What follows belongs to an exercise in optimizing a design on an open flow for small area and a short achievable clock period; a production flow would make more cautious choices.
Only simulation tests tie the RTL to the original design; equivalence was not proved.
No activity file was given, so power comes from the tool's default toggle rates.

Setup of run 1:
Design FIR_filter, start of the top module:
module FIR_filter #(
    parameter  N1   = 8,
    parameter  N2 = 16 ,
    parameter integer N3  = 32
)(
    input  wire                      clk,
    input  wire                      rst,
    input  wire                      enable,
    input  wire signed [N2-1:0]    input_data,
    output  signed [N3-1:0]   sampleT,
   output   signed [N3-1:0] output_data
);
  reg [15:0] s0;
  reg [16:0] u0, u1, u2, u3, u4, u5;
  reg [5:0] ylo;
  reg yc;
  reg [18:0] yhp, yhg;
  wire vs1, vc2;
  fir_fa u_vs1 (.a(u1[0]), .b(u3[0]), .c(~s0[0]), .s(vs1), .co(vc2));
  wire vs3, vc4;
  fir_fa u_vs3 (.a(u1[1]), .b(u3[1]), .c(~s0[1]), .s(vs3), .co(vc4));
  wire vs5, vc6;
  fir_fa u_vs5 (.a(~u5[1]), .b(vc2), .c(vs3), .s(vs5), .co(vc6));
  wire vs7, vc8;
  fir_fa u_vs7 (.a(u1[2]), .b(u3[2]), .c(~s0[2]), .s(vs7), .co(vc8));
  wire vs9, vc10;
  fir_fa u_vs9 (.a(~u5[2]), .b(vc4), .c(vs7), .s(vs9), .co(vc10));
  wire vs11, vc12;
  fir_fa u_vs11 (.a(u1[3]), .b(u3[3]), .c(~s0[3]), .s(vs11), .co(vc12));
  wire vs13, vc14;
  fir_fa u_vs13 (.a(~u5[3]), .b(vc8), .c(vs11), .s(vs13), .co(vc14));
  wire vs15, vc16;
  fir_fa u_vs15 (.a(u1[4]), .b(u3[4]), .c(~s0[4]), .s(vs15), .co(vc16));
  wire vs17, vc18;
  fir_fa u_vs17 (.a(~u5[4]), .b(vc12), .c(vs15), .s(vs17), .co(vc18));
  wire vs19, vc20;
  ...
==> flow/config.mk <==
export PLATFORM = sky130hd
export DESIGN_NAME = FIR_filter
export DESIGN_NICKNAME = FIR_filter
export VERILOG_FILES = /design/flow/design.v
export SDC_FILE = /design/flow/constraint.sdc
export NUM_CORES = 4
export LEC_CHECK = 0
export CAP_MARGIN = 20
export CORE_MARGIN = 2
export CORE_UTILIZATION = 75
export CTS_BUF_LIST = sky130_fd_sc_hd__clkbuf_8 sky130_fd_sc_hd__clkbuf_16
export CTS_CLUSTER_DIAMETER = 60
export CTS_CLUSTER_SIZE = 25
export PLACE_DENSITY = 0.8
export SLEW_MARGIN = 20
export SYNTH_HIERARCHICAL = 1
export SYNTH_MINIMUM_KEEP_SIZE = 0
==> flow/constraint.sdc <==
create_clock -name core_clock -period 12.0 [get_ports {clk}]
set_input_delay 2.4000 -clock core_clock [delete_from_list [all_inputs] [get_ports {clk}]]
set_output_delay 2.4000 -clock core_clock [all_outputs]
set_load 0.01 [all_outputs]
standard.sh (not shown) runs the stock make flow with config.mk's settings and CLKGATE_MAP_FILE= SYNTH_SCRIPT=/design/flow/synth_recipe.tcl, a recipe that flattens the netlist after the stock synthesis.
==> flow/flow/run.sh <==
#!/bin/bash
# The standard layout (the standard.sh, unchanged synthesis and steps), with the
# port buffers that the flow inserts on every input and output made from buf_1 cells,
# and repair_timing asked for more setup slack than the 12 ns clock needs.
# make's output goes to layout.log; each tool's own log is under orfs/logs/.
set -euo pipefail
bash standard.sh 'BUFFER_PORTS_ARGS=-buffer_cell sky130_fd_sc_hd__buf_1' SETUP_SLACK_MARGIN=7.6 TNS_END_PERCENT=5 finish > layout.log 2>&1
Run 1 ended with every stage complete and zero timing, DRC or antenna violations.
#### Input delta (run 2 over run 1)
# run 1
export LEC_CHECK = 0
export CAP_MARGIN = 20
export CORE_MARGIN = 2
export CORE_UTILIZATION = 75
export CTS_BUF_LIST = sky130_fd_sc_hd__clkbuf_8 sky130_fd_sc_hd__clkbuf_16
export CTS_CLUSTER_DIAMETER = 60
export CTS_CLUSTER_SIZE = 25
export PLACE_DENSITY = 0.8
export SLEW_MARGIN = 20
export SYNTH_HIERARCHICAL = 1
export SYNTH_MINIMUM_KEEP_SIZE = 0
create_clock -name core_clock -period 12.0 [get_ports {clk}]
# run 2
export LEC_CHECK = 0
export CAP_MARGIN = 20
export CORE_MARGIN = 2
export CORE_UTILIZATION = 75
export CTS_BUF_LIST = sky130_fd_sc_hd__clkbuf_8
export CTS_CLUSTER_DIAMETER = 100
export CTS_CLUSTER_SIZE = 40
export PLACE_DENSITY = 0.8
export SLEW_MARGIN = 20
export SYNTH_HIERARCHICAL = 1
export SYNTH_MINIMUM_KEEP_SIZE = 0
create_clock -name core_clock -period 12.0 [get_ports {clk}]
Results
- On fraction of the cycle the final worst path needs, run 2 tracks run 1 almost exactly.
- First element of the critical path = yhp[12]: run 1; first element of the critical path = yhp[10]: run 2
- On part of the power in the clock network: between run 2 and run 1, it ends up higher for run 1.
- Comparing run 2 and run 1, the higher combinational group share of total power was measured on run 2.
--- input diff run 2..run 3 ---
--- a/flow/flow/run.sh
+++ b/flow/flow/run.sh
@@ -7 +7 @@
-bash standard.sh 'BUFFER_PORTS_ARGS=-buffer_cell sky130_fd_sc_hd__buf_1' SETUP_SLACK_MARGIN=7.6 TNS_END_PERCENT=5 finish > layout.log 2>&1
+bash standard.sh 'BUFFER_PORTS_ARGS=-buffer_cell sky130_fd_sc_hd__buf_1' SETUP_SLACK_MARGIN=7.9 TNS_END_PERCENT=5 finish > layout.log 2>&1
Notes after the runs:
Looking at total power divided by cell area, run 3 sits 3.3 nW/um2 lower than run 2 does.
Run 2 → run 3: share of synthesized area occupied by flip-flops and latches did not really move, clock period minus worst slack went up 0.028 ns.
Run 3 vs. run 2: combinational power barely changed; share of final layout cell area taken by clock buffers and inverters shrank by 0.50 points.
On post-synthesis to final-layout area growth, run 3 and run 2 are neck and neck.
Sort run 3 and run 2 by detail-routed net length per standard cell, ascending, and run 3 comes first.
Summary of the comparison: power is lower in run 3, relative to run 2.


main:
Starting RTL as in the previous note.
==> flow/config.mk <==
export PLATFORM = sky130hd
export DESIGN_NAME = FIR_filter
export DESIGN_NICKNAME = FIR_filter
export VERILOG_FILES = /design/flow/design.v
export SDC_FILE = /design/flow/constraint.sdc
export NUM_CORES = 4
export LEC_CHECK = 0
export CAP_MARGIN = 20
export CORE_MARGIN = 2
export CORE_UTILIZATION = 75
export CTS_BUF_LIST = sky130_fd_sc_hd__clkbuf_8
export CTS_CLUSTER_DIAMETER = 100
export CTS_CLUSTER_SIZE = 40
export GPL_TIMING_DRIVEN = 1
export PLACE_DENSITY = 0.8
export SLEW_MARGIN = 20
export SYNTH_HIERARCHICAL = 1
export SYNTH_MINIMUM_KEEP_SIZE = 0
==> flow/constraint.sdc <==
create_clock -name core_clock -period 12.0 [get_ports {clk}]
set_input_delay 2.4000 -clock core_clock [delete_from_list [all_inputs] [get_ports {clk}]]
set_output_delay 2.4000 -clock core_clock [all_outputs]
set_load 0.01 [all_outputs]
==> flow/flow/run.sh <==
#!/bin/bash
# The standard layout (the standard.sh, unchanged synthesis and steps), with the
# port buffers that the flow inserts on every input and output made from buf_1 cells,
# and repair_timing asked for more setup slack than the 12 ns clock needs.
# make's output goes to layout.log; each tool's own log is under orfs/logs/.
set -euo pipefail
bash standard.sh 'BUFFER_PORTS_ARGS=-buffer_cell sky130_fd_sc_hd__buf_1' SETUP_SLACK_MARGIN=7.6 TNS_END_PERCENT=5 finish > layout.log 2>&1
main was carried through to the last stage, and its layout satisfied the timing, design-rule and antenna checks.
The inputs of the feature branch differ from those of main as listed below.
- changing CORE_UTILIZATION from 75 to 85
- changing PLACE_DENSITY from 0.8 to 0.9
- removing GPL_TIMING_DRIVEN (formerly 1)
Results
- Relative to main, the clock buffer count in the final layout of the feature branch is lower by 1.
- Summary of the comparison: final period utilization is higher in the feature branch, relative to main.
- Relative to main, the feature branch degrades power.
- For main, the cell at the slowest stage of the critical path was sky130_fd_sc_hd__dfxtp_2, unlike the feature branch, where it was sky130_fd_sc_hd__dfxtp_4.
- The feature branch: done, clean on timing, DRC and antenna
- Between the feature branch and main, the difference in cell area after technology mapping is negligible.
- Between the feature branch and main, it is the feature branch whose part of the power in the clock network is lower, by 2.3 points.

what the ideal ports hide:
The flow's constraints put no driver on any port. The routed layouts listed below were extracted and timed again, unchanged, in two steps. Step 1 assumes that a clkbuf_16 drives the clock port and a buf_2 every other input. Step 2 also shifts input and output timing later by t, the mid clock arrival at the registers, as if the neighbouring blocks saw the same clock. Three values: ideal, step 1, step 2; two values: the first two.
run | t, ns | setup slack, ns | worst setup path at the end | cell pins on the clock port's net
run 1 | 0.474 | 7.433 / 7.388 / 7.029 | input to register | 1
run 2 | 0.499 | 7.442 / 7.407 / 7.018 | input to register | 1
run 3 | 0.510 | 7.413 / 7.372 / 7.012 | input to register | 1
main | 0.499 | 7.442 / 7.407 / 7.018 | input to register | 1
the feature branch | 0.487 | 7.225 / 7.190 / 6.853 | input to register | 1
After both steps every run listed still meets setup and hold.
